This design comes from an exercise in tuning for small area, a short achievable clock period and few clock cycles on the open sky130 flow, not from production work.
At most, simulation tests tie the RTL to the original design; equivalence was not proved.
No functional check of the RTL was part of runs 2 and 3.
No activity file was given, so power comes from the tool's default toggle rates.

==> flow/design.v (outline; a module is shown in full before it is edited, if it fits) <==
// module CNN: 2809 lines
// module xnr: 3 lines
// module orr: 3 lines
// module fa: 4 lines
module CNN(
    input                       clk,
    input                       rst_n,
    input                       in_valid,
    input      signed [15:0]    in_data,
    input                       opt,
    output reg                  out_valid,
    output reg signed [15:0]    out_data
);
  // ...
==> flow/run.sh <==
#!/bin/bash
# synth_recipe.tcl (not shown) runs the flow's synth.tcl, then flattens the netlist and writes it again
# the make line also repeats each setting of config.mk as NAME=value (left out here)
make -C /OpenROAD-flow-scripts/flow DESIGN_CONFIG=/design/flow/config.mk WORK_HOME=/design/flow/orfs CLKGATE_MAP_FILE= SYNTH_SCRIPT=/design/flow/synth_recipe.tcl finish
==> flow/config.mk <==
export PLATFORM = sky130hd
export DESIGN_NAME = CNN
export DESIGN_NICKNAME = CNN
export VERILOG_FILES = /design/flow/design.v
export SDC_FILE = /design/flow/constraint.sdc
export NUM_CORES = 4
export LEC_CHECK = 0
export CAP_MARGIN = 20
export CORE_MARGIN = 2
export CORE_UTILIZATION = 40
export CTS_CLUSTER_DIAMETER = 100
export CTS_CLUSTER_SIZE = 25
export PLACE_DENSITY = 0.6
export SLEW_MARGIN = 20
export SYNTH_HIERARCHICAL = 1
export SYNTH_MINIMUM_KEEP_SIZE = 0
==> flow/constraint.sdc <==
create_clock -name core_clock -period 14.0 [get_ports {clk}]
set_input_delay 2.8000 -clock core_clock [delete_from_list [all_inputs] [get_ports {clk}]]
set_output_delay 2.8000 -clock core_clock [all_outputs]
set_load 0.01 [all_outputs]
==> results.sh, run 1 <==
export IMPL_pwr_share_seq=0.352
export IMPL_final_cell_mix="1,341 x nand2_1, 1,046 x fa_1, 920 x dfxtp_1"
export IMPL_final_common_cell="nand2_1"
export IMPL_dp_slack_ps=9668
export IMPL_postRouteWirelength_um=135400
export IMPL_area_growth_pct=6.650
export IMPL_final_core_util=0.4288
export IMPL_worstSetupPathType="flip-flop to output pin"
export IMPL_clock_power_mw=1.84
export IMPL_hold_viol=0
export IMPL_worst_pin_slew_ps=1093
export IMPL_antenna_cells=2
export IMPL_synth_top_area_frac=0.3531
export IMPL_synth_edf_count=176
export IMPL_place_area_mm2=0.06149
export IMPL_leakagePower_nw=22.78
export IMPL_dr_wl_met2_um=65780
export IMPL_coreArea_mm2=0.1475
export IMPL_outcome="timing/DRC/antenna clean"
export IMPL_endpoint="out_data[12]"
export IMPL_first_iter_violations=2221
export IMPL_routed_via_density=5.050
export IMPL_netlist_area_mm2=0.05930
export IMPL_period_share=0.3142
export IMPL_p_sw_mw=4.426
export IMPL_grt_util_met2=0.3036
export IMPL_synth_ff_type="dfxtp_1"
export IMPL_slew_violations=0
export IMPL_hp_class="flip-flop to flip-flop"
export IMPL_slew_headroom=0.2701
export IMPL_worstPathRequired_ps=11200
export IMPL_cap_viol_max_count=0
export IMPL_slowest_delay_ps=590
export IMPL_hpwl_um=94150
export IMPL_setup_viol=0
export IMPL_antenna_found_initial=3
export IMPL_avgSynthCellArea_um2=12.46
export IMPL_bufAreaShareNonClock=0.01068
Testbench counts, summed over its fixed seeds: cycles 13,248.
==> run 2: changes to the inputs <==
--- a/flow/design.v
+++ b/flow/design.v
@@ -30,17 +30,17 @@
         cnt <= 7'd0;
         opt_r <= 1'b0;
     end else begin
         if (cnt == 7'd0) begin
             if (in_valid) begin
                 cnt <= 7'd1;
                 opt_r <= opt;
             end
-        end else if (cnt == 7'd68)
+        end else if (cnt == 7'd67)
             cnt <= 7'd0;
         else
             cnt <= cnt + 7'd1;
     end
 end
 wire [15:0] tp0 = ring[0];
 wire s1, c2;
 xnr us1 (.a(~(tp0[0] & kr0[13])), .b(~(tp0[10] & kr0[3])), .y(s1));
@@ -2181,50 +2181,50 @@
 always @(posedge clk) begin cs7a <= {c1987, c1985, c1983, c1981, c1979, c1977, c1975, c1973, c1971, c1969, c1967, c1965, c1963, c1961, c1959, ~(tp7[0] & kr7[0])}; cs7b <= {s1988, s1986, s1984, s1982, s1980, s1978, s1976, s1974, s1972, s1970, s1968, s1966, s1964, s1962, s1960, s1958}; end
 wire [17:0] xy = {2'b0, ~cs7a} + {2'b0, ~cs7b};
 wire [15:0] tp8 = ring[30];
 reg [2:0] lc;
 always @(posedge clk) lc <= xy[17:15];
 wire s1989, c1990;
 xnr us1989 (.a(1'b0), .b(cs7a[10]), .y(s1989));
 orr uc1990 (.a(1'b0), .b(cs7a[10]), .y(c1990));
-wire s1991 = cs7a[11] ^ cs7b[11];
-wire c1992 = cs7a[11] & cs7b[11];
+wire s1991, c1992;
+fa us1991 (.a(1'b0), .b(cs7a[11]), .c(cs7b[11]), .s(s1991), .co(c1992));
 wire s1993, c1994;
 xnr us1993 (.a(~(tp8[0] & kr8[11])), .b(~(tp8[10] & kr8[1])), .y(s1993));
 orr uc1994 (.a(~(tp8[0] & kr8[11])), .b(~(tp8[10] & kr8[1])), .y(c1994));
-wire s1995 = cs7a[12] ^ cs7b[12];
-wire c1996 = cs7a[12] & cs7b[12];
+wire s1995, c1996;
+fa us1995 (.a(1'b0), .b(cs7a[12]), .c(cs7b[12]), .s(s1995), .co(c1996));
 wire s1997, c1998;
 fa us1997 (.a(~(tp8[0] & kr8[12])), .b(~(tp8[10] & kr8[2])), .c(~(tp8[11] & kr8[1])), .s(s1997), .co(c1998));
 wire s1999, c2000;
 xnr us1999 (.a(~(tp8[12] & kr8[0])), .b(~(tp8[1] & kr8[11])), .y(s1999));
 orr uc2000 (.a(~(tp8[12] & kr8[0])), .b(~(tp8[1] & kr8[11])), .y(c2000));
-wire s2001 = cs7a[13] ^ cs7b[13];
-wire c2002 = cs7a[13] & cs7b[13];
+wire s2001, c2002;
+fa us2001 (.a(1'b0), .b(cs7a[13]), .c(cs7b[13]), .s(s2001), .co(c2002));
 wire s2003, c2004;
 fa us2003 (.a(~(tp8[0] & kr8[13])), .b(~(tp8[10] & kr8[3])), .c(~(tp8[11] & kr8[2])), .s(s2003), .co(c2004));
 wire s2005, c2006;
 fa us2005 (.a(~(tp8[12] & kr8[1])), .b(~(tp8[13] & kr8[0])), .c(~(tp8[1] & kr8[12])), .s(s2005), .co(c2006));
 wire s2007, c2008;
 xnr us2007 (.a(~(tp8[2] & kr8[11])), .b(~(tp8[3] & kr8[10])), .y(s2007));
 orr uc2008 (.a(~(tp8[2] & kr8[11])), .b(~(tp8[3] & kr8[10])), .y(c2008));
-wire s2009 = cs7a[14] ^ cs7b[14];
-wire c2010 = cs7a[14] & cs7b[14];
+wire s2009, c2010;
+fa us2009 (.a(1'b0), .b(cs7a[14]), .c(cs7b[14]), .s(s2009), .co(c2010));
 wire s2011, c2012;
 fa us2011 (.a(~(tp8[0] & kr8[14])), .b(~(tp8[10] & kr8[4])), .c(~(tp8[11] & kr8[3])), .s(s2011), .co(c2012));
 wire s2013, c2014;
 fa us2013 (.a(~(tp8[12] & kr8[2])), .b(~(tp8[13] & kr8[1])), .c(~(tp8[14] & kr8[0])), .s(s2013), .co(c2014));
 wire s2015, c2016;
 fa us2015 (.a(~(tp8[1] & kr8[13])), .b(~(tp8[2] & kr8[12])), .c(~(tp8[3] & kr8[11])), .s(s2015), .co(c2016));
 wire s2017, c2018;
 xnr us2017 (.a(~(tp8[4] & kr8[10])), .b(~(tp8[5] & kr8[9])), .y(s2017));
 orr uc2018 (.a(~(tp8[4] & kr8[10])), .b(~(tp8[5] & kr8[9])), .y(c2018));
-wire s2019 = cs7a[15] ^ cs7b[15];
-wire c2020 = cs7a[15] & cs7b[15];
+wire s2019, c2020;
+fa us2019 (.a(1'b0), .b(cs7a[15]), .c(cs7b[15]), .s(s2019), .co(c2020));
 wire s2021, c2022;
 fa us2021 (.a((tp8[0] & kr8[15])), .b((tp8[15] & kr8[0])), .c(~(tp8[10] & kr8[5])), .s(s2021), .co(c2022));
 wire s2023, c2024;
 fa us2023 (.a(~(tp8[11] & kr8[4])), .b(~(tp8[12] & kr8[3])), .c(~(tp8[13] & kr8[2])), .s(s2023), .co(c2024));
 wire s2025, c2026;
 fa us2025 (.a(~(tp8[14] & kr8[1])), .b(~(tp8[1] & kr8[14])), .c(~(tp8[2] & kr8[13])), .s(s2025), .co(c2026));
 wire s2027, c2028;
 fa us2027 (.a(~(tp8[3] & kr8[12])), .b(~(tp8[4] & kr8[11])), .c(~(tp8[5] & kr8[10])), .s(s2027), .co(c2028));
@@ -2252,30 +2252,30 @@
 xnr us2047 (.a(~(tp8[11] & kr8[7])), .b(~(tp8[12] & kr8[6])), .y(s2047));
 orr uc2048 (.a(~(tp8[11] & kr8[7])), .b(~(tp8[12] & kr8[6])), .y(c2048));
 wire s2049, c2050;
 xnr us2049 (.a((tp8[15] & kr8[4])), .b((tp8[4] & kr8[15])), .y(s2049));
 orr uc2050 (.a((tp8[15] & kr8[4])), .b((tp8[4] & kr8[15])), .y(c2050));
 wire s2051, c2052;
 xnr us2051 (.a(1'b0), .b(cs7a[6]), .y(s2051));
 orr uc2052 (.a(1'b0), .b(cs7a[6]), .y(c2052));
-wire s2053 = cs7a[7] ^ cs7b[7];
-wire c2054 = cs7a[7] & cs7b[7];
+wire s2053, c2054;
+fa us2053 (.a(1'b0), .b(cs7a[7]), .c(cs7b[7]), .s(s2053), .co(c2054));
 wire s2055, c2056;
 xnr us2055 (.a(~(tp8[0] & kr8[7])), .b(~(tp8[1] & kr8[6])), .y(s2055));
 orr uc2056 (.a(~(tp8[0] & kr8[7])), .b(~(tp8[1] & kr8[6])), .y(c2056));
-wire s2057 = cs7a[8] ^ cs7b[8];
-wire c2058 = cs7a[8] & cs7b[8];
+wire s2057, c2058;
+fa us2057 (.a(1'b0), .b(cs7a[8]), .c(cs7b[8]), .s(s2057), .co(c2058));
 wire s2059, c2060;
 fa us2059 (.a(~(tp8[0] & kr8[8])), .b(~(tp8[1] & kr8[7])), .c(~(tp8[2] & kr8[6])), .s(s2059), .co(c2060));
 wire s2061, c2062;
 xnr us2061 (.a(~(tp8[3] & kr8[5])), .b(~(tp8[4] & kr8[4])), .y(s2061));
 orr uc2062 (.a(~(tp8[3] & kr8[5])), .b(~(tp8[4] & kr8[4])), .y(c2062));
-wire s2063 = cs7a[9] ^ cs7b[9];
-wire c2064 = cs7a[9] & cs7b[9];
+wire s2063, c2064;
+fa us2063 (.a(1'b0), .b(cs7a[9]), .c(cs7b[9]), .s(s2063), .co(c2064));
 wire s2065, c2066;
 fa us2065 (.a(~(tp8[0] & kr8[9])), .b(~(tp8[1] & kr8[8])), .c(~(tp8[2] & kr8[7])), .s(s2065), .co(c2066));
 wire s2067, c2068;
 fa us2067 (.a(~(tp8[3] & kr8[6])), .b(~(tp8[4] & kr8[5])), .c(~(tp8[5] & kr8[4])), .s(s2067), .co(c2068));
 wire s2069, c2070;
 xnr us2069 (.a(~(tp8[6] & kr8[3])), .b(~(tp8[7] & kr8[2])), .y(s2069));
 orr uc2070 (.a(~(tp8[6] & kr8[3])), .b(~(tp8[7] & kr8[2])), .y(c2070));
 wire s2071, c2072;
@@ -2380,23 +2380,23 @@
 xnr us2167 (.a(~(tp8[11] & kr8[11])), .b(~(tp8[12] & kr8[10])), .y(s2167));
 orr uc2168 (.a(~(tp8[11] & kr8[11])), .b(~(tp8[12] & kr8[10])), .y(c2168));
 wire s2169, c2170;
 xnr us2169 (.a((tp8[15] & kr8[8])), .b((tp8[8] & kr8[15])), .y(s2169));
 orr uc2170 (.a((tp8[15] & kr8[8])), .b((tp8[8] & kr8[15])), .y(c2170));
 wire s2171, c2172;
 xnr us2171 (.a(1'b0), .b(cs7a[3]), .y(s2171));
 orr uc2172 (.a(1'b0), .b(cs7a[3]), .y(c2172));
-wire s2173 = cs7a[4] ^ cs7b[4];
-wire c2174 = cs7a[4] & cs7b[4];
+wire s2173, c2174;
+fa us2173 (.a(1'b0), .b(cs7a[4]), .c(cs7b[4]), .s(s2173), .co(c2174));
 wire s2175, c2176;
 xnr us2175 (.a(~(tp8[0] & kr8[4])), .b(~(tp8[1] & kr8[3])), .y(s2175));
 orr uc2176 (.a(~(tp8[0] & kr8[4])), .b(~(tp8[1] & kr8[3])), .y(c2176));
-wire s2177 = cs7a[5] ^ cs7b[5];
-wire c2178 = cs7a[5] & cs7b[5];
+wire s2177, c2178;
+fa us2177 (.a(1'b0), .b(cs7a[5]), .c(cs7b[5]), .s(s2177), .co(c2178));
 wire s2179, c2180;
 fa us2179 (.a(~(tp8[0] & kr8[5])), .b(~(tp8[1] & kr8[4])), .c(~(tp8[2] & kr8[3])), .s(s2179), .co(c2180));
 wire s2181, c2182;
 xnr us2181 (.a(~(tp8[3] & kr8[2])), .b(~(tp8[4] & kr8[1])), .y(s2181));
 orr uc2182 (.a(~(tp8[3] & kr8[2])), .b(~(tp8[4] & kr8[1])), .y(c2182));
 wire s2183, c2184;
 fa us2183 (.a(cs7b[6]), .b(~(tp8[0] & kr8[6])), .c(~(tp8[1] & kr8[5])), .s(s2183), .co(c2184));
 wire s2185, c2186;
@@ -2518,18 +2518,18 @@
 xnr us2299 (.a(~(tp8[12] & kr8[13])), .b(~(tp8[13] & kr8[12])), .y(s2299));
 orr uc2300 (.a(~(tp8[12] & kr8[13])), .b(~(tp8[13] & kr8[12])), .y(c2300));
 wire s2301, c2302;
 xnr us2301 (.a((tp8[11] & kr8[15])), .b((tp8[15] & kr8[11])), .y(s2301));
 orr uc2302 (.a((tp8[11] & kr8[15])), .b((tp8[15] & kr8[11])), .y(c2302));
 wire s2303, c2304;
 xnr us2303 (.a(1'b0), .b(cs7a[1]), .y(s2303));
 orr uc2304 (.a(1'b0), .b(cs7a[1]), .y(c2304));
-wire s2305 = cs7a[2] ^ cs7b[2];
-wire c2306 = cs7a[2] & cs7b[2];
+wire s2305, c2306;
+fa us2305 (.a(1'b0), .b(cs7a[2]), .c(cs7b[2]), .s(s2305), .co(c2306));
 wire s2307, c2308;
 xnr us2307 (.a(~(tp8[0] & kr8[2])), .b(~(tp8[1] & kr8[1])), .y(s2307));
 orr uc2308 (.a(~(tp8[0] & kr8[2])), .b(~(tp8[1] & kr8[1])), .y(c2308));
 wire s2309, c2310;
 fa us2309 (.a(cs7b[3]), .b(~(tp8[0] & kr8[3])), .c(~(tp8[1] & kr8[2])), .s(s2309), .co(c2310));
 wire s2311, c2312;
 fa us2311 (.a(~(tp8[2] & kr8[1])), .b(~(tp8[3] & kr8[0])), .c(s2171), .s(s2311), .co(c2312));
 wire s2313, c2314;
@@ -2755,57 +2755,306 @@
 fa us2527 (.a(c2408), .b(s2467), .c(c2466), .s(s2527), .co(c2528));
 wire s2529, c2530;
 fa us2529 (.a(c2410), .b(s2469), .c(c2468), .s(s2529), .co(c2530));
 wire s2531, c2532;
 xnr us2531 (.a(~(tp8[15] & kr8[15])), .b(c2470), .y(s2531));
 orr uc2532 (.a(~(tp8[15] & kr8[15])), .b(c2470), .y(c2532));
 reg [31:0] sa, sb;
 always @(posedge clk) begin sa <= {1'b0, c2530, c2528, c2526, c2524, c2522, c2520, c2518, c2516, c2514, c2512, c2510, c2508, c2506, c2504, c2502, c2500, c2498, c2496, c2494, c2492, c2490, c2488, c2486, c2484, c2482, c2480, c2478, c2476, c2474, c2472, s2411}; sb <= {c2532, s2531, s2529, s2527, s2525, s2523, s2521, s2519, s2517, s2515, s2513, s2511, s2509, s2507, s2505, s2503, s2501, s2499, s2497, s2495, s2493, s2491, s2489, s2487, s2485, s2483, s2481, s2479, s2477, s2475, s2473, s2471}; end
-wire [31:0] u = sa + sb + {14'd0, lc[2:1], 16'd0} + {15'd0, lc[0], 16'd0};   
-reg signed [15:0] f;
-always @(posedge clk) f <= (!u[31] && !opt_r) ? 16'sd0 : ~u[15:0];
+wire [1:0] l = {1'b0, lc[0]} + lc[2:1];
+wire [15:0] ul_p0 = sa[15:0] ^ sb[15:0];
+wire [15:0] ul_g0 = sa[15:0] & sb[15:0];
+wire [15:0] ul_p1, ul_g1;
+assign ul_g1[0] = ul_g0[0];
+assign ul_p1[0] = ul_p0[0];
+assign ul_g1[1] = ul_g0[1] | (ul_p0[1] & ul_g0[0]);
+assign ul_p1[1] = ul_p0[1] & ul_p0[0];
+assign ul_g1[2] = ul_g0[2] | (ul_p0[2] & ul_g0[1]);
+assign ul_p1[2] = ul_p0[2] & ul_p0[1];
+assign ul_g1[3] = ul_g0[3] | (ul_p0[3] & ul_g0[2]);
+assign ul_p1[3] = ul_p0[3] & ul_p0[2];
+assign ul_g1[4] = ul_g0[4] | (ul_p0[4] & ul_g0[3]);
+assign ul_p1[4] = ul_p0[4] & ul_p0[3];
+assign ul_g1[5] = ul_g0[5] | (ul_p0[5] & ul_g0[4]);
+assign ul_p1[5] = ul_p0[5] & ul_p0[4];
+assign ul_g1[6] = ul_g0[6] | (ul_p0[6] & ul_g0[5]);
+assign ul_p1[6] = ul_p0[6] & ul_p0[5];
+assign ul_g1[7] = ul_g0[7] | (ul_p0[7] & ul_g0[6]);
+assign ul_p1[7] = ul_p0[7] & ul_p0[6];
+assign ul_g1[8] = ul_g0[8] | (ul_p0[8] & ul_g0[7]);
+assign ul_p1[8] = ul_p0[8] & ul_p0[7];
+assign ul_g1[9] = ul_g0[9] | (ul_p0[9] & ul_g0[8]);
+assign ul_p1[9] = ul_p0[9] & ul_p0[8];
+assign ul_g1[10] = ul_g0[10] | (ul_p0[10] & ul_g0[9]);
+assign ul_p1[10] = ul_p0[10] & ul_p0[9];
+assign ul_g1[11] = ul_g0[11] | (ul_p0[11] & ul_g0[10]);
+assign ul_p1[11] = ul_p0[11] & ul_p0[10];
+assign ul_g1[12] = ul_g0[12] | (ul_p0[12] & ul_g0[11]);
+assign ul_p1[12] = ul_p0[12] & ul_p0[11];
+assign ul_g1[13] = ul_g0[13] | (ul_p0[13] & ul_g0[12]);
+assign ul_p1[13] = ul_p0[13] & ul_p0[12];
+assign ul_g1[14] = ul_g0[14] | (ul_p0[14] & ul_g0[13]);
+assign ul_p1[14] = ul_p0[14] & ul_p0[13];
+assign ul_g1[15] = ul_g0[15] | (ul_p0[15] & ul_g0[14]);
+assign ul_p1[15] = ul_p0[15] & ul_p0[14];
+wire [15:0] ul_p2, ul_g2;
+assign ul_g2[0] = ul_g1[0];
+assign ul_p2[0] = ul_p1[0];
+assign ul_g2[1] = ul_g1[1];
+assign ul_p2[1] = ul_p1[1];
+assign ul_g2[2] = ul_g1[2] | (ul_p1[2] & ul_g1[0]);
+assign ul_p2[2] = ul_p1[2] & ul_p1[0];
+assign ul_g2[3] = ul_g1[3] | (ul_p1[3] & ul_g1[1]);
+assign ul_p2[3] = ul_p1[3] & ul_p1[1];
+assign ul_g2[4] = ul_g1[4] | (ul_p1[4] & ul_g1[2]);
+assign ul_p2[4] = ul_p1[4] & ul_p1[2];
+assign ul_g2[5] = ul_g1[5] | (ul_p1[5] & ul_g1[3]);
+assign ul_p2[5] = ul_p1[5] & ul_p1[3];
+assign ul_g2[6] = ul_g1[6] | (ul_p1[6] & ul_g1[4]);
+assign ul_p2[6] = ul_p1[6] & ul_p1[4];
+assign ul_g2[7] = ul_g1[7] | (ul_p1[7] & ul_g1[5]);
+assign ul_p2[7] = ul_p1[7] & ul_p1[5];
+assign ul_g2[8] = ul_g1[8] | (ul_p1[8] & ul_g1[6]);
+assign ul_p2[8] = ul_p1[8] & ul_p1[6];
+assign ul_g2[9] = ul_g1[9] | (ul_p1[9] & ul_g1[7]);
+assign ul_p2[9] = ul_p1[9] & ul_p1[7];
+assign ul_g2[10] = ul_g1[10] | (ul_p1[10] & ul_g1[8]);
+assign ul_p2[10] = ul_p1[10] & ul_p1[8];
+assign ul_g2[11] = ul_g1[11] | (ul_p1[11] & ul_g1[9]);
+assign ul_p2[11] = ul_p1[11] & ul_p1[9];
+assign ul_g2[12] = ul_g1[12] | (ul_p1[12] & ul_g1[10]);
+assign ul_p2[12] = ul_p1[12] & ul_p1[10];
+assign ul_g2[13] = ul_g1[13] | (ul_p1[13] & ul_g1[11]);
+assign ul_p2[13] = ul_p1[13] & ul_p1[11];
+assign ul_g2[14] = ul_g1[14] | (ul_p1[14] & ul_g1[12]);
+assign ul_p2[14] = ul_p1[14] & ul_p1[12];
+assign ul_g2[15] = ul_g1[15] | (ul_p1[15] & ul_g1[13]);
+assign ul_p2[15] = ul_p1[15] & ul_p1[13];
+wire [15:0] ul_p3, ul_g3;
+assign ul_g3[0] = ul_g2[0];
+assign ul_p3[0] = ul_p2[0];
+assign ul_g3[1] = ul_g2[1];
+assign ul_p3[1] = ul_p2[1];
+assign ul_g3[2] = ul_g2[2];
+assign ul_p3[2] = ul_p2[2];
+assign ul_g3[3] = ul_g2[3];
+assign ul_p3[3] = ul_p2[3];
+assign ul_g3[4] = ul_g2[4] | (ul_p2[4] & ul_g2[0]);
+assign ul_p3[4] = ul_p2[4] & ul_p2[0];
+assign ul_g3[5] = ul_g2[5] | (ul_p2[5] & ul_g2[1]);
+assign ul_p3[5] = ul_p2[5] & ul_p2[1];
+assign ul_g3[6] = ul_g2[6] | (ul_p2[6] & ul_g2[2]);
+assign ul_p3[6] = ul_p2[6] & ul_p2[2];
+assign ul_g3[7] = ul_g2[7] | (ul_p2[7] & ul_g2[3]);
+assign ul_p3[7] = ul_p2[7] & ul_p2[3];
+assign ul_g3[8] = ul_g2[8] | (ul_p2[8] & ul_g2[4]);
+assign ul_p3[8] = ul_p2[8] & ul_p2[4];
+assign ul_g3[9] = ul_g2[9] | (ul_p2[9] & ul_g2[5]);
+assign ul_p3[9] = ul_p2[9] & ul_p2[5];
+assign ul_g3[10] = ul_g2[10] | (ul_p2[10] & ul_g2[6]);
+assign ul_p3[10] = ul_p2[10] & ul_p2[6];
+assign ul_g3[11] = ul_g2[11] | (ul_p2[11] & ul_g2[7]);
+assign ul_p3[11] = ul_p2[11] & ul_p2[7];
+assign ul_g3[12] = ul_g2[12] | (ul_p2[12] & ul_g2[8]);
+assign ul_p3[12] = ul_p2[12] & ul_p2[8];
+assign ul_g3[13] = ul_g2[13] | (ul_p2[13] & ul_g2[9]);
+assign ul_p3[13] = ul_p2[13] & ul_p2[9];
+assign ul_g3[14] = ul_g2[14] | (ul_p2[14] & ul_g2[10]);
+assign ul_p3[14] = ul_p2[14] & ul_p2[10];
+assign ul_g3[15] = ul_g2[15] | (ul_p2[15] & ul_g2[11]);
+assign ul_p3[15] = ul_p2[15] & ul_p2[11];
+wire [15:0] ul_p4, ul_g4;
+assign ul_g4[0] = ul_g3[0];
+assign ul_p4[0] = ul_p3[0];
+assign ul_g4[1] = ul_g3[1];
+assign ul_p4[1] = ul_p3[1];
+assign ul_g4[2] = ul_g3[2];
+assign ul_p4[2] = ul_p3[2];
+assign ul_g4[3] = ul_g3[3];
+assign ul_p4[3] = ul_p3[3];
+assign ul_g4[4] = ul_g3[4];
+assign ul_p4[4] = ul_p3[4];
+assign ul_g4[5] = ul_g3[5];
+assign ul_p4[5] = ul_p3[5];
+assign ul_g4[6] = ul_g3[6];
+assign ul_p4[6] = ul_p3[6];
+assign ul_g4[7] = ul_g3[7];
+assign ul_p4[7] = ul_p3[7];
+assign ul_g4[8] = ul_g3[8] | (ul_p3[8] & ul_g3[0]);
+assign ul_p4[8] = ul_p3[8] & ul_p3[0];
+assign ul_g4[9] = ul_g3[9] | (ul_p3[9] & ul_g3[1]);
+assign ul_p4[9] = ul_p3[9] & ul_p3[1];
+assign ul_g4[10] = ul_g3[10] | (ul_p3[10] & ul_g3[2]);
+assign ul_p4[10] = ul_p3[10] & ul_p3[2];
+assign ul_g4[11] = ul_g3[11] | (ul_p3[11] & ul_g3[3]);
+assign ul_p4[11] = ul_p3[11] & ul_p3[3];
+assign ul_g4[12] = ul_g3[12] | (ul_p3[12] & ul_g3[4]);
+assign ul_p4[12] = ul_p3[12] & ul_p3[4];
+assign ul_g4[13] = ul_g3[13] | (ul_p3[13] & ul_g3[5]);
+assign ul_p4[13] = ul_p3[13] & ul_p3[5];
+assign ul_g4[14] = ul_g3[14] | (ul_p3[14] & ul_g3[6]);
+assign ul_p4[14] = ul_p3[14] & ul_p3[6];
+assign ul_g4[15] = ul_g3[15] | (ul_p3[15] & ul_g3[7]);
+assign ul_p4[15] = ul_p3[15] & ul_p3[7];
+wire [15:0] ul = ul_p0 ^ {ul_g4[14:0], 1'b0};
+wire cl = ul_g4[15];
+wire [15:0] uh = sa[31:16] + sb[31:16] + {14'd0, l} + {15'd0, cl};
+wire signed [15:0] fs = ~ul;
+wire z = !uh[15] && !opt_r;           
 reg fv, g, first, last;
 always @(*) begin
     fv = 1'b0; g = 1'b0; first = 1'b0; last = 1'b0;
     case (cnt)
-        7'd46: begin fv = 1'b1; g = 1'b0; first = 1'b1; last = 1'b0; end
-        7'd47: begin fv = 1'b1; g = 1'b0; first = 1'b0; last = 1'b0; end
-        7'd48: begin fv = 1'b1; g = 1'b1; first = 1'b1; last = 1'b0; end
-        7'd49: begin fv = 1'b1; g = 1'b1; first = 1'b0; last = 1'b0; end
-        7'd52: begin fv = 1'b1; g = 1'b0; first = 1'b0; last = 1'b0; end
-        7'd53: begin fv = 1'b1; g = 1'b0; first = 1'b0; last = 1'b1; end
-        7'd54: begin fv = 1'b1; g = 1'b1; first = 1'b0; last = 1'b0; end
-        7'd55: begin fv = 1'b1; g = 1'b1; first = 1'b0; last = 1'b1; end
-        7'd58: begin fv = 1'b1; g = 1'b0; first = 1'b1; last = 1'b0; end
-        7'd59: begin fv = 1'b1; g = 1'b0; first = 1'b0; last = 1'b0; end
-        7'd60: begin fv = 1'b1; g = 1'b1; first = 1'b1; last = 1'b0; end
-        7'd61: begin fv = 1'b1; g = 1'b1; first = 1'b0; last = 1'b0; end
-        7'd64: begin fv = 1'b1; g = 1'b0; first = 1'b0; last = 1'b0; end
-        7'd65: begin fv = 1'b1; g = 1'b0; first = 1'b0; last = 1'b1; end
-        7'd66: begin fv = 1'b1; g = 1'b1; first = 1'b0; last = 1'b0; end
-        7'd67: begin fv = 1'b1; g = 1'b1; first = 1'b0; last = 1'b1; end
+        7'd45: begin fv = 1'b1; g = 1'b0; first = 1'b1; last = 1'b0; end
+        7'd46: begin fv = 1'b1; g = 1'b0; first = 1'b0; last = 1'b0; end
+        7'd47: begin fv = 1'b1; g = 1'b1; first = 1'b1; last = 1'b0; end
+        7'd48: begin fv = 1'b1; g = 1'b1; first = 1'b0; last = 1'b0; end
+        7'd51: begin fv = 1'b1; g = 1'b0; first = 1'b0; last = 1'b0; end
+        7'd52: begin fv = 1'b1; g = 1'b0; first = 1'b0; last = 1'b1; end
+        7'd53: begin fv = 1'b1; g = 1'b1; first = 1'b0; last = 1'b0; end
+        7'd54: begin fv = 1'b1; g = 1'b1; first = 1'b0; last = 1'b1; end
+        7'd57: begin fv = 1'b1; g = 1'b0; first = 1'b1; last = 1'b0; end
+        7'd58: begin fv = 1'b1; g = 1'b0; first = 1'b0; last = 1'b0; end
+        7'd59: begin fv = 1'b1; g = 1'b1; first = 1'b1; last = 1'b0; end
+        7'd60: begin fv = 1'b1; g = 1'b1; first = 1'b0; last = 1'b0; end
+        7'd63: begin fv = 1'b1; g = 1'b0; first = 1'b0; last = 1'b0; end
+        7'd64: begin fv = 1'b1; g = 1'b0; first = 1'b0; last = 1'b1; end
+        7'd65: begin fv = 1'b1; g = 1'b1; first = 1'b0; last = 1'b0; end
+        7'd66: begin fv = 1'b1; g = 1'b1; first = 1'b0; last = 1'b1; end
         default: ;
     endcase
 end
 reg pv0, pv1, pfirst, plast, pg;
 always @(posedge clk or negedge rst_n) begin
     if (!rst_n) begin
         pv0 <= 1'b0; pv1 <= 1'b0; pfirst <= 1'b0; plast <= 1'b0; pg <= 1'b0;
     end else begin
         pv0 <= fv && !g; pv1 <= fv && g; pfirst <= first; plast <= fv && last; pg <= g;
     end
 end
 reg signed [15:0] mx0, mx1;
-wire signed [15:0] mx = pg ? mx1 : mx0;
-wire signed [15:0] mxn = (pfirst || f > mx) ? f : mx;
+wire [15:0] gt0_a = {~fs[15], fs[14:0]};
+wire [15:0] gt0_b = {~mx0[15], mx0[14:0]};
+wire [15:0] gt0_g0 = gt0_a & ~gt0_b;
+wire [15:0] gt0_e0 = ~(gt0_a ^ gt0_b);
+wire gt0_g1_0 = gt0_g0[1] | (gt0_e0[1] & gt0_g0[0]);
+wire gt0_e1_0 = gt0_e0[1] & gt0_e0[0];
+wire gt0_g1_1 = gt0_g0[3] | (gt0_e0[3] & gt0_g0[2]);
+wire gt0_e1_1 = gt0_e0[3] & gt0_e0[2];
+wire gt0_g1_2 = gt0_g0[5] | (gt0_e0[5] & gt0_g0[4]);
+wire gt0_e1_2 = gt0_e0[5] & gt0_e0[4];
+wire gt0_g1_3 = gt0_g0[7] | (gt0_e0[7] & gt0_g0[6]);
+wire gt0_e1_3 = gt0_e0[7] & gt0_e0[6];
+wire gt0_g1_4 = gt0_g0[9] | (gt0_e0[9] & gt0_g0[8]);
+wire gt0_e1_4 = gt0_e0[9] & gt0_e0[8];
+wire gt0_g1_5 = gt0_g0[11] | (gt0_e0[11] & gt0_g0[10]);
+wire gt0_e1_5 = gt0_e0[11] & gt0_e0[10];
+wire gt0_g1_6 = gt0_g0[13] | (gt0_e0[13] & gt0_g0[12]);
+wire gt0_e1_6 = gt0_e0[13] & gt0_e0[12];
+wire gt0_g1_7 = gt0_g0[15] | (gt0_e0[15] & gt0_g0[14]);
+wire gt0_e1_7 = gt0_e0[15] & gt0_e0[14];
+wire gt0_g2_0 = gt0_g1_1 | (gt0_e1_1 & gt0_g1_0);
+wire gt0_e2_0 = gt0_e1_1 & gt0_e1_0;
+wire gt0_g2_1 = gt0_g1_3 | (gt0_e1_3 & gt0_g1_2);
+wire gt0_e2_1 = gt0_e1_3 & gt0_e1_2;
+wire gt0_g2_2 = gt0_g1_5 | (gt0_e1_5 & gt0_g1_4);
+wire gt0_e2_2 = gt0_e1_5 & gt0_e1_4;
+wire gt0_g2_3 = gt0_g1_7 | (gt0_e1_7 & gt0_g1_6);
+wire gt0_e2_3 = gt0_e1_7 & gt0_e1_6;
+wire gt0_g3_0 = gt0_g2_1 | (gt0_e2_1 & gt0_g2_0);
+wire gt0_e3_0 = gt0_e2_1 & gt0_e2_0;
+wire gt0_g3_1 = gt0_g2_3 | (gt0_e2_3 & gt0_g2_2);
+wire gt0_e3_1 = gt0_e2_3 & gt0_e2_2;
+wire gt0_g4_0 = gt0_g3_1 | (gt0_e3_1 & gt0_g3_0);
+wire gt0_e4_0 = gt0_e3_1 & gt0_e3_0;
+wire gt0 = gt0_g4_0;
+wire [15:0] gt1_a = {~fs[15], fs[14:0]};
+wire [15:0] gt1_b = {~mx1[15], mx1[14:0]};
+wire [15:0] gt1_g0 = gt1_a & ~gt1_b;
+wire [15:0] gt1_e0 = ~(gt1_a ^ gt1_b);
+wire gt1_g1_0 = gt1_g0[1] | (gt1_e0[1] & gt1_g0[0]);
+wire gt1_e1_0 = gt1_e0[1] & gt1_e0[0];
+wire gt1_g1_1 = gt1_g0[3] | (gt1_e0[3] & gt1_g0[2]);
+wire gt1_e1_1 = gt1_e0[3] & gt1_e0[2];
+wire gt1_g1_2 = gt1_g0[5] | (gt1_e0[5] & gt1_g0[4]);
+wire gt1_e1_2 = gt1_e0[5] & gt1_e0[4];
+wire gt1_g1_3 = gt1_g0[7] | (gt1_e0[7] & gt1_g0[6]);
+wire gt1_e1_3 = gt1_e0[7] & gt1_e0[6];
+wire gt1_g1_4 = gt1_g0[9] | (gt1_e0[9] & gt1_g0[8]);
+wire gt1_e1_4 = gt1_e0[9] & gt1_e0[8];
+wire gt1_g1_5 = gt1_g0[11] | (gt1_e0[11] & gt1_g0[10]);
+wire gt1_e1_5 = gt1_e0[11] & gt1_e0[10];
+wire gt1_g1_6 = gt1_g0[13] | (gt1_e0[13] & gt1_g0[12]);
+wire gt1_e1_6 = gt1_e0[13] & gt1_e0[12];
+wire gt1_g1_7 = gt1_g0[15] | (gt1_e0[15] & gt1_g0[14]);
+wire gt1_e1_7 = gt1_e0[15] & gt1_e0[14];
+wire gt1_g2_0 = gt1_g1_1 | (gt1_e1_1 & gt1_g1_0);
+wire gt1_e2_0 = gt1_e1_1 & gt1_e1_0;
+wire gt1_g2_1 = gt1_g1_3 | (gt1_e1_3 & gt1_g1_2);
+wire gt1_e2_1 = gt1_e1_3 & gt1_e1_2;
+wire gt1_g2_2 = gt1_g1_5 | (gt1_e1_5 & gt1_g1_4);
+wire gt1_e2_2 = gt1_e1_5 & gt1_e1_4;
+wire gt1_g2_3 = gt1_g1_7 | (gt1_e1_7 & gt1_g1_6);
+wire gt1_e2_3 = gt1_e1_7 & gt1_e1_6;
+wire gt1_g3_0 = gt1_g2_1 | (gt1_e2_1 & gt1_g2_0);
+wire gt1_e3_0 = gt1_e2_1 & gt1_e2_0;
+wire gt1_g3_1 = gt1_g2_3 | (gt1_e2_3 & gt1_g2_2);
+wire gt1_e3_1 = gt1_e2_3 & gt1_e2_2;
+wire gt1_g4_0 = gt1_g3_1 | (gt1_e3_1 & gt1_g3_0);
+wire gt1_e4_0 = gt1_e3_1 & gt1_e3_0;
+wire gt1 = gt1_g4_0;
+wire [15:0] gto_a = {~fs[15], fs[14:0]};
+wire [15:0] gto_b = {~mo[15], mo[14:0]};
+wire [15:0] gto_g0 = gto_a & ~gto_b;
+wire [15:0] gto_e0 = ~(gto_a ^ gto_b);
+wire gto_g1_0 = gto_g0[1] | (gto_e0[1] & gto_g0[0]);
+wire gto_e1_0 = gto_e0[1] & gto_e0[0];
+wire gto_g1_1 = gto_g0[3] | (gto_e0[3] & gto_g0[2]);
+wire gto_e1_1 = gto_e0[3] & gto_e0[2];
+wire gto_g1_2 = gto_g0[5] | (gto_e0[5] & gto_g0[4]);
+wire gto_e1_2 = gto_e0[5] & gto_e0[4];
+wire gto_g1_3 = gto_g0[7] | (gto_e0[7] & gto_g0[6]);
+wire gto_e1_3 = gto_e0[7] & gto_e0[6];
+wire gto_g1_4 = gto_g0[9] | (gto_e0[9] & gto_g0[8]);
+wire gto_e1_4 = gto_e0[9] & gto_e0[8];
+wire gto_g1_5 = gto_g0[11] | (gto_e0[11] & gto_g0[10]);
+wire gto_e1_5 = gto_e0[11] & gto_e0[10];
+wire gto_g1_6 = gto_g0[13] | (gto_e0[13] & gto_g0[12]);
+wire gto_e1_6 = gto_e0[13] & gto_e0[12];
+wire gto_g1_7 = gto_g0[15] | (gto_e0[15] & gto_g0[14]);
+wire gto_e1_7 = gto_e0[15] & gto_e0[14];
+wire gto_g2_0 = gto_g1_1 | (gto_e1_1 & gto_g1_0);
+wire gto_e2_0 = gto_e1_1 & gto_e1_0;
+wire gto_g2_1 = gto_g1_3 | (gto_e1_3 & gto_g1_2);
+wire gto_e2_1 = gto_e1_3 & gto_e1_2;
+wire gto_g2_2 = gto_g1_5 | (gto_e1_5 & gto_g1_4);
+wire gto_e2_2 = gto_e1_5 & gto_e1_4;
+wire gto_g2_3 = gto_g1_7 | (gto_e1_7 & gto_g1_6);
+wire gto_e2_3 = gto_e1_7 & gto_e1_6;
+wire gto_g3_0 = gto_g2_1 | (gto_e2_1 & gto_g2_0);
+wire gto_e3_0 = gto_e2_1 & gto_e2_0;
+wire gto_g3_1 = gto_g2_3 | (gto_e2_3 & gto_g2_2);
+wire gto_e3_1 = gto_e2_3 & gto_e2_2;
+wire gto_g4_0 = gto_g3_1 | (gto_e3_1 & gto_g3_0);
+wire gto_e4_0 = gto_e3_1 & gto_e3_0;
+wire gto = gto_g4_0;
+wire signed [15:0] a0 = (pfirst || gt0) ? fs : mx0;
+wire signed [15:0] a1 = (pfirst || gt1) ? fs : mx1;
+wire signed [15:0] b0 = (pfirst || mx0[15]) ? 16'sd0 : mx0;
+wire signed [15:0] b1 = (pfirst || mx1[15]) ? 16'sd0 : mx1;
+wire signed [15:0] n0 = z ? b0 : a0;
+wire signed [15:0] n1 = z ? b1 : a1;
+wire signed [15:0] mo = pg ? mx1 : mx0;
+wire signed [15:0] ao = (pfirst || gto) ? fs : mo;
+wire signed [15:0] bo = (pfirst || mo[15]) ? 16'sd0 : mo;
 always @(posedge clk) begin
-    if (pv0) mx0 <= mxn;
-    if (pv1) mx1 <= mxn;
-    out_data <= mxn;
+    if (pv0) mx0 <= n0;
+    if (pv1) mx1 <= n1;
+    out_data <= z ? bo : ao;
 end
 always @(posedge clk or negedge rst_n) begin
     if (!rst_n) out_valid <= 1'b0;
     else out_valid <= plast;
 end
 endmodule
 module xnr(input a, b, output y);
 assign y = ~(a ^ b);
==> flow/flow/run.sh (new file) <==
#!/bin/bash
# Standard ORFS layout, with faster port buffers and timing repair aimed
# below the clock period.
set -euo pipefail
bash standard.sh SETUP_SLACK_MARGIN=10 "BUFFER_PORTS_ARGS=-buffer_cell sky130_fd_sc_hd__buf_2" finish > make.log 2>&1
==> flow/standard.sh (new file) <==
#!/bin/bash
# synth_recipe.tcl (not shown) runs the flow's synth.tcl, then flattens the netlist and writes it again
# the make line also repeats each setting of config.mk as NAME=value (left out here)
make -C /OpenROAD-flow-scripts/flow DESIGN_CONFIG=/design/flow/config.mk WORK_HOME=/design/flow/orfs CLKGATE_MAP_FILE= SYNTH_SCRIPT=/design/flow/synth_recipe.tcl "${@:-finish}"
==> flow/config.mk (replaced) <==
export PLATFORM = sky130hd
export DESIGN_NAME = CNN
export DESIGN_NICKNAME = CNN
export VERILOG_FILES = /design/flow/design.v
export SDC_FILE = /design/flow/constraint.sdc
export NUM_CORES = 4
export LEC_CHECK = 0
export CAP_MARGIN = 20
export CORE_MARGIN = 2
export CORE_UTILIZATION = 40
export PLACE_DENSITY = 0.6
export SLEW_MARGIN = 20
export SYNTH_HIERARCHICAL = 1
export SYNTH_MINIMUM_KEEP_SIZE = 0
removed: flow/run.sh
==> run 2 against run 1 <==
Still clean on timing, DRC and antenna. Final area is 6.3% higher. Clock power rose by 73%. Total power grew 17%. Worst setup slack improved by 360 ps. Sequential power hardly changed. Clock skew rose by 7.8 ps. Hold slack improved by 24 ps. Fmax grew 9.0%. Synthesized cell count rose by 2.1%. Die area grew 0.69%. Non-clock buffer count grew 97.
==> results.sh, run 2 <==
export IMPL_outcome="timing/DRC/antenna clean"
export IMPL_async_reset_ff_frac=0.01270
export IMPL_worstSetupPathType="flip-flop to output pin"
export IMPL_setup_tns_final_ps=0
export IMPL_rr_worst_depth=15
export IMPL_rsz0062_at_grt="true"
export IMPL_hpwl_um=95820
export IMPL_yosys_register_bits=1102
export IMPL_grt_pass1_wl_um=221200
export IMPL_worstPathRequired_ps=11200
export IMPL_grt_max_degree=50
export IMPL_netlist_area_mm2=0.05971
export IMPL_period_share=0.2882
export IMPL_port_buffers=36
export IMPL_yosys_area_top_type="fa_1"
export IMPL_synth_cells=4859
export IMPL_clkTransAtPathRegs_ps=60
export IMPL_io_pins=37
export IMPL_coreArea_mm2=0.1480
export IMPL_power_density_mw_per_mm2=209.6
export IMPL_fmax_mhz=247.9
export IMPL_synth_top_area_frac=0.3540
export IMPL_place_area_mm2=0.06177
export IMPL_cap_viol_max_count=0
export IMPL_final_area_mm2=0.06722
export IMPL_synth_cell_types=74
export IMPL_cp_cell_sequence="buf_6"
export IMPL_drt_antenna_violating_nets=0
export IMPL_htree_levels=3
export IMPL_clock_sinks=1102
export IMPL_worstSetupEndpointType="output pin"
export IMPL_num_rows=141
export IMPL_peakVddDrop_v=0.0001492
export IMPL_cp_max_fo=1
export IMPL_crit_buf_inv=1
export IMPL_post_route_min_period_ps=4034
export IMPL_slew_violations=0
export IMPL_reg_top3="ring: 576 flops, sb: 32 flops, sa: 31 flops"
export IMPL_fin_nets=6103
export IMPL_clockRootBuffer="clkbuf_16"
export IMPL_synth_edf_count=176
export IMPL_dieArea_mm2=0.1524
export IMPL_drt_pre_antenna_iters=5
export IMPL_worst_pin_slew_ps=1049
export IMPL_grt_pass1_vias=38610
export IMPL_start_kind="flip-flop"
export IMPL_synth_area_leaders="fa_1 35%, dfxtp_1 31%, edfxtp_1 8.9%, nand2_1 8.4%, xnor2_1 5.2%"
export IMPL_yosys_top_cells_count="1,343 x nand2_1, 1,056 x fa_1, 912 x dfxtp_1"
export IMPL_postRouteWirelength_um=142200
export IMPL_yosysMostFrequentCell="nand2_1"
export IMPL_wl_per_cell_um=20.45
export IMPL_die_height_um=390.4
export IMPL_largest_reg_flops=576
export IMPL_hold_path_cell_count=0
export IMPL_top_register="ring"
export IMPL_setup_viol=0
export IMPL_clk_latency_ps=760
export IMPL_drive_gt1_frac=0.09386
export IMPL_hold_buffers=0
export IMPL_cp_depth=1
export IMPL_cp_slowest_cell="dfxtp_4"
export IMPL_vias=35040
export IMPL_tritoncts="yes"
export IMPL_hp_class="flip-flop to flip-flop"
export IMPL_seq_area_frac_synth=0.4001
export IMPL_initial_core_util=0.4034
export IMPL_drc=0
export IMPL_slowest_delay_ps=360
export IMPL_gp_congestion=0.8570
export IMPL_die_w_um=390.4
export IMPL_synth_ff_type="dfxtp_1"
export IMPL_grt_util_all_layers=0.1892
export IMPL_leakagePower_nw=24.81
export IMPL_fillers=13280
export IMPL_final_cell_mix="1,342 x nand2_1, 1,055 x fa_1, 880 x dfxtp_1"
export IMPL_fin_skew_ps=64.70
export IMPL_worst_path_dominant_cell_family="flip-flops"
export IMPL_cts_buffer_depth=3
export IMPL_cp_arrival_ps=1230
export IMPL_routed_via_density=5.041
export IMPL_cts_buffers=112
export IMPL_hold_viol=0
export IMPL_antenna_found_initial=9
export IMPL_avgSynthCellArea_um2=12.29
export IMPL_area_growth_pct=12.57
export IMPL_slew_headroom=0.2950
export IMPL_grt_ovfl_total=0
export IMPL_final_common_cell="nand2_1"
export IMPL_first_iter_violations=2308
export IMPL_yosysWarnings=8
==> run 2: cell types whose count changed in the layout (fill, tap and decap cells not counted), sizes merged, moves of 11 or more <==
cell | previous run | this run
inv | 48 | 98
a21oi | 18 | 36
buf | 42 | 169
dfxtp | 928 | 912
clkbuf | 72 | 142
ha | 134 | 109
nor3 | 8 | 21
nand3 | 6 | 18
clkdlybuf4s50 | 36 | 0
clkinvlp | 0 | 13
bufinv | 1 | 12
conb | 12 | 23
nor2 | 30 | 42
clkinv | 7 | 38
==> run 2: timing repair <==
item	in CTS	in global routing
pin swaps	14	9
cloned	0	7
setup endpoints to repair	110	119
buffers inserted	23	70
gates resized for setup	49	59
==> run 2: final cells by class <==
| cell class | instances | area, um2 | share of cell area |
|---|---|---|---|
| diodes | 3 | 7.507 | 0.0001117 |
| clock buffers | 136 | 3162 | 0.04704 |
| repair buffers | 175 | 1589 | 0.02364 |
| clock inverters | 78 | 915.9 | 0.01363 |
| multi-input cells | 3444 | 34870 | 0.5188 |
| flip-flops and latches | 1102 | 23940 | 0.3562 |
| inverters | 83 | 311.5 | 0.004635 |
| well taps | 1930 | 2415 | 0.03593 |
==> run 2: routing by layer <==
metal  part of all wire  vias up  track usage
li1                   -    15190            -
met1               0.42    18260       0.2517
met2               0.48     1343       0.3135
met3              0.073      246      0.03417
met4              0.027        0      0.06128
met5                  0        -            0
==> run 2: through the flow <==
step / util / total power [mW] / setup WS [ps] / instances / hold WS (ps)
floorplan: - / 9.027 / 10000 / 4880 / 309.6
global placement: 0.4172 / 10.71 / 9383 / 6633 / 309.5
detailed placement: 0.4173 / 10.84 / 9320 / 6634 / 312.0
CTS: 0.4476 / 14.17 / 9902 / 6871 / 311.6
global route: 0.4541 / 15.33 / 9785 / 6948 / 316.1
finish: 0.4541 / 14.09 / 9966 / 6951 / 316.2
==> run 2: logic make-up (layout without fill, tap and decap cells) <==
logic type | after synthesis | count (layout) | share of synthesized area
compound gates | 139 | 139 | 0.01739
xor+xnor | 409 | 409 | 0.05999
fa+ha+maj | 1165 | 1165 | 0.3769
buf+inv | 335 | 472 | 0.02144
flops | 1102 | 1102 | 0.4001
mux | 45 | 45 | 0.007983
other cells | 2 | 26 | 0.0001258
simple gates | 1662 | 1663 | 0.1161
==> run 2: per-module statistics from Yosys (local to each module, per instance) <==
| module | cells inside | flip-flops and latches | cell area (um2) | copies in the design |
|---|---|---|---|---|
| CNN | 3499 | 1102 | 36300 | 1 |
| fa | 1 | 0 | 20.02 | 1054 |
| orr | 1 | 0 | 6.256 | 149 |
| xnr | 1 | 0 | 8.758 | 157 |
==> run 2: worst paths after layout <==
kind	from	endpoint	slack [ps]
max	out_data[9]	out_data[9]	9970
max in group asynchronous	rst_n	plast	11530
min in group asynchronous	rst_n	pv0	2050
min reg2reg	ring[17][3]	ring[18][3]	320
max reg2reg	sb[5]	mx1[10]	9990
min	ring[17][3]	ring[18][3]	320
==> run 2: report_power, final <==
part	leakage [nW]	internal, mW	switching (mW)
combinational	13.4	3.14	3.52
clock	1.99	1.86	1.33
sequential	9.46	3.94	0.297
==> run 3: changes to the inputs <==
==> flow/flow/run.sh (replaced) <==
#!/bin/bash
# Standard ORFS layout, with faster port buffers and timing repair aimed
# below the clock period.
set -euo pipefail
bash standard.sh SETUP_SLACK_MARGIN=10 CTS_BUF_DISTANCE=120 "BUFFER_PORTS_ARGS=-buffer_cell sky130_fd_sc_hd__buf_2" finish > make.log 2>&1
--- a/flow/config.mk
+++ b/flow/config.mk
@@ -8,6 +8,8 @@
 export CAP_MARGIN = 20
 export CORE_MARGIN = 2
 export CORE_UTILIZATION = 40
+export CTS_CLUSTER_DIAMETER = 100
+export CTS_CLUSTER_SIZE = 25
 export PLACE_DENSITY = 0.6
 export SLEW_MARGIN = 20
 export SYNTH_HIERARCHICAL = 1
==> run 3 against run 2 <==
Highest routed layer is now met5. Global-route usage down 0.41 points. First-iteration DRC count up 9.5%. Sequential power about the same. Clock-buffer cell count down 60. Non-clock buffer count up 5. Final cell count down 1.7%. Synthesized cell count unchanged. Largest power group unchanged. Hold slack better by 4.2 ps. Die area unchanged.
==> results.sh, run 3 <==
export IMPL_outcome="timing/DRC/antenna clean"
export IMPL_avgSynthCellArea_um2=12.29
export IMPL_first_iter_violations=2527
export IMPL_synth_cells=4859
export IMPL_fin_skew_ps=66.28
export IMPL_port_buffers=36
export IMPL_cts_buffer_depth=3
export IMPL_async_reset_ff_frac=0.01270
export IMPL_post_route_min_period_ps=4002
export IMPL_cts_buffers=56
export IMPL_period_share=0.2858
export IMPL_slew_violations=0
export IMPL_grt_util_all_layers=0.1851
export IMPL_peakVddDrop_v=0.0001224
export IMPL_synth_cell_types=74
export IMPL_dieArea_mm2=0.1524
export IMPL_setup_viol=0
export IMPL_fmax_mhz=249.9
export IMPL_drive_gt1_frac=0.07054
export IMPL_htree_levels=2
export IMPL_final_common_cell="nand2_1"
export IMPL_worst_path_dominant_cell_family="compound AO/OA/AOI/OAI gates"
export IMPL_cp_max_fo=8
export IMPL_grt_ovfl_total=0
export IMPL_cp_cell_sequence="ha_4 -> fa_2 -> a211o_1 -> and3b_2 -> o31ai_4 -> nand2b_1 -> a21oi_2 -> o21ai_1 -> ha_1 -> a211oi_2 -> o21ai_2 -> a2111oi_4 -> buf_4 -> nand2b_4 -> nand3_2 -> o221a_4 -> buf_12"
export IMPL_hold_viol=0
export IMPL_hpwl_um=95820
export IMPL_place_area_mm2=0.06177
export IMPL_yosys_register_bits=1102
export IMPL_postRouteWirelength_um=140200
export IMPL_vias=34520
export IMPL_drt_pre_antenna_iters=6
export IMPL_worstPathRequired_ps=14460
export IMPL_drt_antenna_violating_nets=0
export IMPL_worst_pin_slew_ps=1034
export IMPL_top_register="ring"
export IMPL_clk_latency_ps=690
export IMPL_antenna_found_initial=12
export IMPL_grt_pass1_vias=37780
export IMPL_largest_reg_flops=576
export IMPL_initial_core_util=0.4034
export IMPL_seq_area_frac_synth=0.4001
export IMPL_cp_slowest_cell="dfxtp_2"
export IMPL_final_cell_mix="1,342 x nand2_1, 1,055 x fa_1, 885 x dfxtp_1"
export IMPL_synth_ff_type="dfxtp_1"
export IMPL_die_w_um=390.4
export IMPL_whs_ps=320.4
export IMPL_grt_max_degree=50
export IMPL_netlist_area_mm2=0.05971
export IMPL_tritoncts="yes"
export IMPL_gp_congestion=0.8570
export IMPL_io_pins=37
export IMPL_start_kind="flip-flop"
export IMPL_synth_top_area_frac=0.3540
export IMPL_power_density_mw_per_mm2=196.8
export IMPL_rr_worst_depth=17
export IMPL_yosysMostFrequentCell="nand2_1"
export IMPL_final_area_mm2=0.06502
export IMPL_worstSetupEndpointType="flip-flop"
export IMPL_crit_buf_inv=2
export IMPL_cp_depth=17
export IMPL_setup_tns_final_ps=0
export IMPL_yosys_area_top_type="fa_1"
export IMPL_drc=0
export IMPL_reg_top3="ring: 576 flops, sb: 32 flops, sa: 31 flops"
export IMPL_hold_path_cell_count=0
export IMPL_area_growth_pct=8.897
export IMPL_worstSetupPathType="flip-flop to flip-flop"
export IMPL_clkTransAtPathRegs_ps=100
export IMPL_slew_headroom=0.3107
export IMPL_yosys_top_cells_count="1,343 x nand2_1, 1,056 x fa_1, 912 x dfxtp_1"
export IMPL_coreArea_mm2=0.1480
export IMPL_fin_nets=6052
export IMPL_routed_via_density=5.050
export IMPL_grt_pass1_wl_um=218000
export IMPL_cp_arrival_ps=4460
export IMPL_synth_area_leaders="fa_1 35%, dfxtp_1 31%, edfxtp_1 8.9%, nand2_1 8.4%, xnor2_1 5.2%"
export IMPL_clock_sinks=1102
export IMPL_hold_buffers=0
export IMPL_leakagePower_nw=23.74
export IMPL_synth_edf_count=176
export IMPL_clockRootBuffer="clkbuf_16"
export IMPL_rsz0062_at_grt="true"
export IMPL_slowest_delay_ps=340
export IMPL_die_height_um=390.4
export IMPL_cap_viol_max_count=0
export IMPL_hp_class="flip-flop to flip-flop"
export IMPL_num_rows=141
export IMPL_wl_per_cell_um=20.50
export IMPL_yosysWarnings=8
==> run 3: changes by cell type in the layout (fill, tap and decap cells not counted), moves of 4 or more <==
cell        change
clkbuf_8       -10
clkinvlp_4     -12
bufinv_16      -10
inv_6           -4
dfxtp_1         +5
o31ai_1         -4
dfxtp_2         -5
clkbuf_1       +13
clkinv_4        -7
clkinv_2       -25
clkbuf_16      -64
==> run 3: logic make-up (layout without fill, tap and decap cells) <==
group,count (synthesis),in the layout,share of synthesized area
AO/OA/AOI/OAI,139,139,0.01739
AND/OR/NAND/NOR,1662,1663,0.1161
flip-flops,1102,1102,0.4001
multiplexers,45,45,0.007983
other,2,24,0.0001258
XOR/XNOR,409,409,0.05999
buffers and inverters,335,359,0.02144
adder cells (fa/ha/maj),1165,1165,0.3769
==> run 3: timing repair <==
item,CTS,global route
resized for setup,47,65
pin swaps,15,15
gates cloned,1,4
endpoints found under the setup margin,106,113
setup buffers,33,67
endpoints found under the hold margin,0,0
==> run 3: final timing paths <==
path,endpoint,slack (ps),from
max,mx0[10],10000,sb[0]
min,ring[3][6],320,ring[2][6]
max reg2reg,mx0[10],10000,sb[0]
min reg2reg,ring[3][6],320,ring[2][6]
max in group asynchronous,cnt[4],11460,rst_n
min in group asynchronous,out_valid,2100,rst_n
==> run 3: layer usage <==
layer  vias to the layer above  global-route usage  part of all wire
li1                      14990                   -                 -
met1                     18060              0.2513              0.42
met2                      1277              0.3118              0.49
met3                       188             0.02980             0.068
met4                         2             0.04226             0.022
met5                         -                   0          0.000014
==> run 3: where the power goes <==
group | internal [mW] | switching [mW] | total (mW) | leakage, nW
Combinational | 3.14 | 3.55 | 6.68 | 13.4
Clock | 0.830 | 1.06 | 1.89 | 0.878
Sequential | 3.93 | 0.293 | 4.23 | 9.46
Total | 7.90 | 4.90 | 12.8 | 23.7
==> run 3: Yosys stat by module, one instance, submodules excluded <==
module,flip-flops and latches,cells inside
CNN,1102,3499
fa,0,1
xnr,0,1
orr,0,1
==> run 3: stage by stage <==
step	power (mW)	util	instances	setup slack (ps)
2_1_floorplan	9.027	-	4880	10000
3_3_place_gp	10.71	0.4172	6633	9383
3_5_place_dp	10.84	0.4173	6634	9320
4_1_cts	12.85	0.4331	6764	9965
5_1_grt	14.00	0.4393	6835	9780
6_report	12.80	0.4393	6836	9998
==> run 3: final cells by class <==
cell class	count	area, um2
Fill cell	13480	82990
Multi-Input combinational cell	3444	34900
Sequential cell	1102	23940
Tap cell	1930	2415
Timing Repair Buffer	180	1627
Clock buffer	76	1508
Clock inverter	20	327.8
Inverter	83	311.5
Antenna cell	1	2.502
==> run 3: worst reg2reg max path: stages (launching register included) <==
cell and delay [ps]:
dfxtp_2 340, ha_4 160, fa_2 330, a211o_1 310
and3b_2 250, o31ai_4 240, nand2b_1 120, a21oi_2 140
o21ai_1 80, ha_1 280, a211oi_2 220, o21ai_2 110
a2111oi_4 310, buf_4 200, nand2b_4 150, nand3_2 90
o221a_4 300, buf_12 150

==> port drivers added, routing unchanged <==
How much do the figures lean on ideal ports? The routed layouts below were timed once more, with nothing changed but the port constraints.
Step 1 (the two cells are an assumption about what drives the block):
set clk [get_ports {clk}]
set_driving_cell -lib_cell sky130_fd_sc_hd__clkbuf_16 $clk
set_driving_cell -lib_cell sky130_fd_sc_hd__buf_2 [delete_from_list [all_inputs] $clk]
Step 2 times the ports against the registers' clock, not the clock port: input delays grow and output delays shrink by t, the midpoint of the rising clock arrivals with the driver on.
Slacks: no drivers / after step 1 / after step 2; pairs: no drivers / after step 1.
run | t (ns) | setup slack, ns | slew at the worst register clock pin (ns)
run 1 | 0.774 | 9.602 / 9.522 / 9.648 | 0.10 / 0.10
run 2 | 0.805 | 9.966 / 9.886 / 9.989 | 0.07 / 0.07
run 3 | 0.736 | 9.998 / 9.950 / 9.998 | 0.11 / 0.11
After both steps setup and hold are still met in every run listed.
